What follows belongs to an exercise in optimizing a design on an open flow for small area and few clock cycles; a production flow would make more cautious choices. Function was checked by simulation only, so behaviour that the tests miss may differ from the original. Power is estimated from default activity; no workload was simulated.

## run A
// apb_register_top
module apb_register_top (
    input          clk,           
    input          rst,           
    input          psel,          
    input          penable,       
    input          pwrite,        
    input  logic [31:0] paddr,    
    input  logic [31:0] pwdata,   
    output logic [31:0] prdata,   
    output logic        pready,    
    output logic        pslverr,   
    output logic [31:0] tx_data,           
    output logic        ctrl_cpol,         
    output logic        ctrl_cpha,         
    output logic        ctrl_order,        
    output logic [3:0]  ctrl_slave_en,     
    output logic        ctrl_rd,           
    output logic [1:0]  ctrl_scks,         
    output logic        start_op,          
    input  logic [31:0] rx_data,           
    input  logic        busy               
);
Size: about 43 flip-flops, ~180 I/O pins, roughly 2000 µm² of cells after synthesis.
clock: 5.0 ns
lec_check: 0
cap_margin: 20
core_margin: 2
core_utilization: 40
gpl_timing_driven: 0
place_density: 0.6
slew_margin: 20
standard.sh (not shown) runs the stock make flow with config.mk's settings and CLKGATE_MAP_FILE= SYNTH_SCRIPT=/design/flow/synth_recipe.tcl, a recipe that flattens the netlist after the stock synthesis.
==> flow/flow/run.sh <==
#!/bin/bash
# Standard layout, with these changes:
#  - synthesis maps the combinational logic with an area-oriented ABC script
#    (flow/abc_map.script); everything else in synthesis is the standard flow's own script;
#  - the smallest buffer on every input and output port;
#  - clock tree built from small buffers, without dummy loads.
set -euo pipefail
cd "$(dirname "$0")/.."
export MY_ABC_SCRIPT="$PWD/flow/abc_map.script"
bash standard.sh "SYNTH_SCRIPT=$PWD/flow/synth.tcl" \
  "BUFFER_PORTS_ARGS=-buffer_cell sky130_fd_sc_hd__buf_1" \
  "CTS_ARGS=-sink_clustering_enable -repair_clock_nets -buf_list sky130_fd_sc_hd__clkbuf_4 -dont_use_dummy_load" \
  finish > make_finish.log 2>&1
==> flow/flow/abc_map.script <==
&get -n
&st
&dch
&nf -R 1000 -C 32 -F 10
&put
==> flow/flow/synth.tcl <==
proc synth {args} { yosys synth -nofsm -noshare {*}$args }
# Map the combinational logic with the flow's own ABC script replaced by
# abc_map.script, kept beside this file.
proc abc {args} {
  set i [lsearch -exact $args -script]
  if {$i >= 0 && [info exists ::env(MY_ABC_SCRIPT)]} {
    lset args [expr {$i + 1}] $::env(MY_ABC_SCRIPT)
  }
  yosys abc {*}$args
}
source $::env(SCRIPTS_DIR)/synth.tcl
# left out here: clear keep_hierarchy, flatten, clean up, hide names made inside functions, write 1_2_yosys.v
Testbench counts of run A, summed over its fixed seeds: cycles 48,000.
Edits applied to the flow inputs when going from run A to run B:
- a deleted GPL_TIMING_DRIVEN that had been 0
- a change of PLACE_DENSITY from 0.6 to 0.8
- a change of CORE_UTILIZATION from 40 to 70
==> flow/flow/abc_map.script <==
&get -n
&st
&dch
&nf -R 1000
&put
Notes after the runs:
- [compare] base=run A new=run B: area of the mapped netlist picked up an extra about 0.55%.
- Synthesized-area fraction occupied by and/or/nand/nor cells came out higher on run B than on run A.
- Reported for run B and run A, number of storage elements in the synthesis netlist turned out identical to the last digit.
- Status(run B) = ERROR, stage = global placement (3_3_place_gp)
### run B -> run C
- PLACE_DENSITY now 0.6, was 0.8
- CORE_UTILIZATION now 40, was 70
[summary]
- Run C: PASS, flow complete, no timing, DRC or antenna violations
- Taking run B as the reference, in run C multiplexer area fraction after synthesis level, post-synthesis instance area shows no meaningful change, share of synthesized registers carrying an async set or reset closely matched the old numbers, die span in y +30%.
- Diff run B -> run C: row count picked up an extra 7; compound-gate portion of the synthesized area closely matched the old numbers.
- Comparing run B and run C, starting density of the core is lower on run C.
- Taking run B as the reference, in run C die span in x grew by 17 µm; number of enable flip-flop cells after synthesis did not really move; number of distinct library cells after synthesis essentially unchanged.
Relative to run C, the following input files were edited for run D:
==> flow/flow/abc_map.script <==
&get -n
&st
&dch
&nf -R 1000 -C 32 -F 10
&put
[summary]
Summary of the comparison: number of standard cells after synthesis is lower in run D, relative to run C.
Between run C and run D, the fraction of final layout cells with drive strength greater than 1 is lower for run C.
Comparing run C and run D, the higher met2 usage was measured on run C.
| power | run D vs run C | about 0.4% lower |
Run D vs. run C: count of nets after finishing has decreased, setup slack rose by 6.0 ps.
Looking at critical path depth, run D sits 1 above run C.

* * *

== build 52 ==
apb_register_top, a different RTL version from the one above (not shown whole).
Size: about 190 cells after synthesis, roughly 43 flip-flops.
Settings: LEC_CHECK=0, CAP_MARGIN=20, CORE_MARGIN=2, CORE_UTILIZATION=40, CTS_BUF_LIST=sky130_fd_sc_hd__clkbuf_4, CTS_CLUSTER_DIAMETER=200, CTS_CLUSTER_SIZE=50, PLACE_DENSITY=0.6, SLEW_MARGIN=20; clock period 5.0 ns.
==> flow/flow/run.sh <==
#!/bin/bash
# Standard layout, but with the smallest buffer on every input and output port.
set -euo pipefail
cd "$(dirname "$0")/.."
bash standard.sh "BUFFER_PORTS_ARGS=-buffer_cell sky130_fd_sc_hd__buf_1" finish > make_finish.log 2>&1
Testbench counts of build 52, summed over its fixed seeds: cycles 48,000.
For build 3, these inputs were changed with respect to build 52:
==> flow/run.sh (new file) <==
#!/bin/bash
# synth_recipe.tcl (not shown) runs the flow's synth.tcl, then flattens the netlist and writes it again
# the make line also repeats each setting of config.mk as NAME=value (left out here)
make -C /OpenROAD-flow-scripts/flow DESIGN_CONFIG=/design/flow/config.mk WORK_HOME=/design/flow/orfs CLKGATE_MAP_FILE= SYNTH_SCRIPT=/design/flow/synth_recipe.tcl finish
-- flow/config.mk --
<<< build 52, line 8
>>> build 3, line 8
export ABC_AREA = 1
<<< build 52, line 11
export CTS_BUF_LIST = sky130_fd_sc_hd__clkbuf_4
export CTS_CLUSTER_DIAMETER = 200
export CTS_CLUSTER_SIZE = 50
>>> build 3, line 12
removed: flow/flow/run.sh
removed: flow/standard.sh
- simple AND/OR/NAND/NOR gates as the main combinational cell family by area after synthesis was reported by build 3, and multiplexers by build 52.
- Any difference in number of setup violations in the final report between build 52 and build 3 is small enough to ignore.
- Count of clock-buffer cells in the layout ended up 1 lower on build 3 than on build 52.
- Build 3 ends up with a setup slack that is 340 ps lower than in build 52.
- Diff build 52..build 3 | number of buffers added by the clock tree synthesis step | unchanged
- For number of buffers inserted by hold repair at cts, build 52 and build 3 come out practically identical.
- Looking only at share of synthesized area spent on multiplexers, and setting everything else aside, the higher value of build 52 and build 3 goes to build 52.
- As far as transition at the pin with the smallest max-transition slack is concerned, build 52 and build 3 perform about the same.
- Sort build 52 and build 3 by combinational fraction of design power, descending, and build 3 comes first.
- Cell area deteriorates in build 3 relative to build 52.
- Every run in the comparison, build 52 and build 3, completed the flow with a clean layout.
- Build 3 vs build 52 — met1 wire length rose 750 microns.
#### Input delta (build 68 over build 3)
==> flow/flow/run.sh (new file) <==
#!/bin/bash
# Standard layout, but with the smallest buffer on every input and output port.
set -euo pipefail
cd "$(dirname "$0")/.."
bash standard.sh "BUFFER_PORTS_ARGS=-buffer_cell sky130_fd_sc_hd__buf_1" finish > make_finish.log 2>&1
==> flow/standard.sh (new file) <==
#!/bin/bash
# synth_recipe.tcl (not shown) runs the flow's synth.tcl, then flattens the netlist and writes it again
# the make line also repeats each setting of config.mk as NAME=value (left out here)
make -C /OpenROAD-flow-scripts/flow DESIGN_CONFIG=/design/flow/config.mk WORK_HOME=/design/flow/orfs CLKGATE_MAP_FILE= SYNTH_SCRIPT=/design/flow/synth_recipe.tcl "${@:-finish}"
-- flow/config.mk --
<<< build 3, line 8
export ABC_AREA = 1
>>> build 68, line 8
removed: flow/run.sh
Results
Total power divided by cell area (build 68 over build 3): increase, 14%
The global-route wire length before repair of build 68 was superior to that of build 3.
Build 68 vs. build 3: design area went down by 1200 sq um.

* * *

Setup of the baseline:
RTL: one of the versions met above, not the one the previous note started from.
Size in the first run: about 43 flip-flops, ~180 I/O pins, ~2000 um2 of cells after synthesis.
Settings: LEC_CHECK=0, CAP_MARGIN=20, CORE_MARGIN=2, CORE_UTILIZATION=40, PLACE_DENSITY=0.6, SLEW_MARGIN=20; clock period 5.0 ns.
==> flow/flow/run.sh <==
#!/bin/bash
# Standard layout, with these changes:
#  - synthesis maps the combinational logic with an area-oriented ABC script
#    (flow/abc_map.script); everything else in synthesis is the standard flow's own script;
#  - the smallest buffer on every input and output port;
#  - clock tree built from small buffers, without dummy loads;
#  - no timing repair before placement, where it only sees wire-load estimates.
set -euo pipefail
cd "$(dirname "$0")/.."
export MY_ABC_SCRIPT="$PWD/flow/abc_map.script"
bash standard.sh "SYNTH_SCRIPT=$PWD/flow/synth.tcl" \
  "BUFFER_PORTS_ARGS=-buffer_cell sky130_fd_sc_hd__buf_1" \
  "CTS_ARGS=-sink_clustering_enable -repair_clock_nets -buf_list sky130_fd_sc_hd__clkbuf_4 -dont_use_dummy_load" \
  REMOVE_ABC_BUFFERS=1 \
  finish > make_finish.log 2>&1
==> flow/flow/abc_map.script <==
&get -n
&st
&dch
&nf -R 1000 -C 32 -F 10
&put
Scripts as last shown in full above: flow/flow/synth.tcl
The baseline reached the final stage; the timing, design-rule and antenna checks on its layout passed.
Testbench counts of the baseline, summed over its fixed seeds: cycles 48,000.
The inputs of the candidate differ from those of the baseline as listed below.
-- flow/flow/run.sh --
<<< the baseline, line 6
#  - clock tree built from small buffers, without dummy loads;
#  - no timing repair before placement, where it only sees wire-load estimates.
>>> the candidate, line 6
#  - clock tree built from small buffers, without dummy loads.
<<< the baseline, line 14
  REMOVE_ABC_BUFFERS=1 \
>>> the candidate, line 13
==> flow/flow/abc_map.script <==
&get -n
&st
&dch
&nf -R 1000
&put
-- flow/config.mk --
<<< the baseline, line 10
export CORE_UTILIZATION = 40
export PLACE_DENSITY = 0.6
>>> the candidate, line 10
export CORE_UTILIZATION = 30
export PLACE_DENSITY = 0.5
Findings:
The baseline was smaller in final cell area than the candidate.
Higher area growth from synthesis to layout among the candidate and the baseline: the candidate
Relative to the baseline, length of the first detailed-routing pass in iterations decreased by 2 in the candidate.
Taking the baseline as the reference, in the candidate combined flip-flop and latch cell area flat; internal power summed over all cells neither gained nor lost much.
Power in combinational cells was higher in the run labelled the candidate.
prdata[14] as the capturing instance or port of the critical path was reported by the candidate, and prdata[31] by the baseline.

-- afterwards: timing with drivers on the ports --
Ports are ideal in the flow. The routed layouts listed here were re-timed in OpenROAD.
Step 1, drivers: a clkbuf_16 drives clk and a buf_2 each remaining input, both assumed.
Step 2 also shifts input and output timing later by t, the mid clock arrival at the registers, as if the neighbouring blocks saw the same clock.
Three values: ideal, step 1, step 2; two values: the first two.
run | t, ns | setup slack, ns | worst setup path at the end | clock arrival spread, ns | cell pins on the clock port's net
run A | 0.350 | 1.478 / 1.453 / 1.453 | input to output | 0.028 / 0.027 | 1
run C | 0.353 | 1.332 / 1.307 / 1.307 | input to output | 0.021 / 0.021 | 1
run D | 0.355 | 1.338 / 1.313 / 1.313 | input to output | 0.023 / 0.023 | 1
build 52 | 0.359 | 1.170 / 1.137 / 1.137 | input to output | 0.005 / 0.006 | 1
build 3 | 0.328 | 0.826 / 0.783 / 0.783 | input to output | 0.007 / 0.007 | 1
build 68 | 0.312 | 1.174 / 1.141 / 1.141 | input to output | 0.008 / 0.008 | 1
the baseline | 0.367 | 1.196 / 1.167 / 1.167 | input to output | 0.020 / 0.021 | 1
the candidate | 0.349 | 1.292 / 1.266 / 1.266 | input to output | 0.015 / 0.015 | 1
After both steps setup and hold are still met in every run listed. The setup slack of build 3, which loses most, moves by -0.043 ns with the drivers and by -0.043 ns with both steps.
